Source: an optimization exercise on an open RTL-to-GDS flow (aim: small area, a short achievable clock period and few clock cycles). Production flows keep margins and buffers that such runs may drop. In this exercise RTL edits were held to simulation tests only and were not proved equivalent to the original.

==> flow/design.v (excerpt) <==
module sha256_reduced (
    input  logic        clk,
    input  logic        rst_n,
    input  logic        enable,
    input  logic [7:0]  data_in,
    input  logic        data_valid,
    input  logic        end_of_file,
    output logic        ready,
    output logic [31:0] hash_out,
    output logic        hash_valid
);
Size in the first run: roughly 6800 cells after synthesis, roughly 1700 flip-flops, about 74000 µm² of cells after synthesis.
Settings: LEC_CHECK=0, CAP_MARGIN=20, CORE_MARGIN=2, CORE_UTILIZATION=65, CTS_CLUSTER_DIAMETER=100, CTS_CLUSTER_SIZE=25, SLEW_MARGIN=20, SYNTH_MEMORY_MAX_BITS=4096; clock period 15.0 ns.
standard.sh (not shown) runs the stock make flow with config.mk's settings and CLKGATE_MAP_FILE= SYNTH_SCRIPT=/design/flow/synth_recipe.tcl, a recipe that flattens the netlist after the stock synthesis.
==> flow/flow/run.sh <==
#!/bin/bash
# Standard synthesis, then the standard flow's own layout with two changes: timing repair
# gets a larger setup margin, so that it keeps working past the constraint's
# period, and the port buffers are plain buffers (sky130_fd_sc_hd__buf_2)
# instead of the delay cells that buffer_ports picks by default.
set -euo pipefail
bash standard.sh synth > synth.log 2>&1
bash standard.sh SETUP_SLACK_MARGIN=10.7 TNS_END_PERCENT=100 \
  "BUFFER_PORTS_ARGS=-buffer_cell sky130_fd_sc_hd__buf_2" finish > layout.log 2>&1
Testbench counts at the start, summed over its fixed seeds: cycles 20,631.
Change:
--- a/flow/design.v
+++ b/flow/design.v
@@ -81,13 +81,13 @@
     input  logic        end_of_file,
     output logic        ready,
     output logic [31:0] hash_out,
     output logic        hash_valid
 );
     localparam int FD = 14;    
-    localparam int NB = 46;    
+    localparam int NB = 45;    
     function automatic logic [31:0] rotr(input logic [31:0] x, input int n);
         rotr = (x >> n) | (x << (32 - n));
     endfunction
     function automatic logic [31:0] bsig0(input logic [31:0] x);
         bsig0 = rotr(x, 2) ^ rotr(x, 13) ^ rotr(x, 22);
     endfunction
@@ -149,17 +149,19 @@
     logic        rx;          
     logic        eof_done;    
     logic        pad80;       
     logic [1:0]  bc;          
     logic [7:0]  nbytes;      
     logic [23:0] asm_q;
-    logic        nrdy;        
-    assign ready = ~nrdy;
+    logic        rdy_q;       
+    assign ready = rdy_q;
     wire start  = ~started & iv & ien;
     wire byte_v = rx & iv;
-    wire push   = byte_v & ((bc == 2'd3) | ie);
+    wire wrd    = byte_v & ((bc == 2'd3) | ie);    
+    logic byp;                                      
+    wire push   = wrd & ~byp;                       
     logic [31:0] wdata;
     always_comb begin
         case (bc)
             2'd0:    wdata = {id, 8'h80, 16'h0000};
             2'd1:    wdata = {asm_q[7:0], id, 8'h80, 8'h00};
             2'd2:    wdata = {asm_q[15:0], id, 8'h80};
@@ -210,28 +212,29 @@
     logic [3:0][31:0] xa, xe;   
     logic [15:0][31:0] w;
     logic [7:1]  osel;
     logic [31:0] hout;
     logic        hv;
     wire run      = (ph == P_RUN);
-    wire avail    = fne | eof_done;
+    wire avail    = fne | eof_done | wrd;
     wire stalling = (stl != 2'd0);
     wire stall    = stalling | (run & nm & ~avail);
     wire adv      = run & ~stall;
     wire ffstep   = adv & ffq;
     wire ld_r     = adv & ~bnd;
     wire ld_b     = adv & bnd;
     assign pop = adv & srcm & fne;
+    assign byp = adv & srcm & ~fne & wrd;
     wire [6:0] st_next = (st == 7'd64) ? 7'd0 : st + 7'd1;
     logic [31:0] padword;
     always_comb begin
         if (pad80)                       padword = 32'h80000000;
         else if ((st == 7'd14) & pad14)  padword = {21'b0, nbytes, 3'b000};
         else                             padword = 32'h0;
     end
-    wire [31:0] mval = fne ? fhead : padword;
+    wire [31:0] mval = fne ? fhead : wrd ? wdata : padword;
     wire [31:0] ws1  = ssig1(w[14]);
     wire [31:0] ws0  = ssig0(w[1]);
     wire [63:0] wc   = comp42(w[9], w[0], ws0, ws1);
     wire [31:0] wsch = wc[63:32] + wc[31:0];
     wire [31:0] wnew = srcm ? mval : wsch;
     logic [31:0] knext;
@@ -289,17 +292,23 @@
         hout <= ({32{fin}} & suma) |
                 ({32{osel[1] | osel[3]}} & b) | ({32{osel[2]}} & d) |
                 ({32{osel[4] | osel[6]}} & h) | ({32{osel[5] | osel[7]}} & f);
     end
     assign hash_out   = hout;
     assign hash_valid = hv;
+    always_ff @(posedge clk) begin
+        rdy_q <= ~(started | start);
+    end
+    always_ff @(posedge clk or negedge rst_n) begin
+        if (!rst_n) hv <= 1'b0;
+        else        hv <= fin | (|osel);
+    end
     wire thr = (nbytes >= 8'(NB));
     always_ff @(posedge clk or negedge rst_n) begin
         if (!rst_n) begin
             started  <= 1'b0;
-            nrdy     <= 1'b0;
             rx       <= 1'b0;
             eof_done <= 1'b0;
             pad80    <= 1'b0;
             bc       <= 2'd0;
             nbytes   <= 8'd0;
             ph       <= P_IDLE;
@@ -310,17 +319,15 @@
             ffq      <= 1'b0;
             zero_op  <= 1'b0;
             pad14    <= 1'b0;
             lastblk  <= 1'b0;
             stl      <= 2'd0;
             osel     <= 7'd0;
-            hv       <= 1'b0;
         end else begin
             if (start) begin
                 started <= 1'b1;
-                nrdy    <= 1'b1;
                 if (ie) begin
                     eof_done <= 1'b1;
                     pad80    <= 1'b1;
                 end else begin
                     rx <= 1'b1;
                 end
@@ -347,20 +354,19 @@
             if (adv) begin
                 st   <= st_next;
                 bnd  <= (st_next == 7'd0);
                 srcm <= (st_next <= 7'd14) | (st_next == 7'd64);
                 nm   <= (st_next <= 7'd14) | ((st_next == 7'd64) & ~lastblk);
                 ffq  <= (st_next >= 7'd62) | (st_next == 7'd0);
-                if (srcm & ~fne & pad80) pad80 <= 1'b0;
-                if (st == 7'd13) pad14 <= ~fne & ~pad80;
-                if ((st == 7'd14) & ~fne & pad14) lastblk <= 1'b1;
+                if (srcm & ~fne & ~wrd & pad80) pad80 <= 1'b0;
+                if (st == 7'd13) pad14 <= ~fne & ~wrd & ~pad80;
+                if ((st == 7'd14) & ~fne & ~wrd & pad14) lastblk <= 1'b1;
                 if (bnd) begin
                     zero_op <= 1'b0;
                     if (lastblk) ph <= P_OUT;
                 end
             end
             osel <= {osel[6:1], fin};
             if (osel[7]) ph <= P_DONE;
-            hv <= fin | (|osel);
         end
     end
 endmodule
The new run finished clean.
Worst hold slack barely changes.
Clock skew hardly moves.
Routed wire length increases by 2.0%.
Area after synthesis is about the same.
Cell area increases by 1.1%.
Via count increases by 1.8%.
Non-clock buffer count increases by 28.
Final cell count increases by 1.1%.
Clock-buffer cell count decreases by 4.
Worst setup slack gets better by 0.16 ns.
Global-route usage increases by 0.50 points.
Testbench counts after the change, summed over its fixed seeds: cycles 20,554.

==> separate check: timing with driven ports <==
No port has a modelled driver above. Below, the same layouts with a new extraction and two added sets of constraints.
Step 1 (the two cells are an assumption about what drives the block):
set clk [get_ports {clk}]
set_driving_cell -lib_cell sky130_fd_sc_hd__clkbuf_16 $clk
set_driving_cell -lib_cell sky130_fd_sc_hd__buf_2 [delete_from_list [all_inputs] $clk]
Step 2, shift: input delay + t, output delay - t, t = (earliest + latest rising clock arrival at the registers) / 2. This alone moves slack from input paths to output paths.
Slacks: ideal / step 1 / step 2; pairs: ideal / step 1.
run	t (ns)	setup slack, ns	worst slew at a driven data input, ns
the first run	0.786	10.486 / 10.486 / 10.486	0.04
the second run	0.790	10.650 / 10.639 / 10.650	0.03
After both steps every run listed still meets setup and hold.
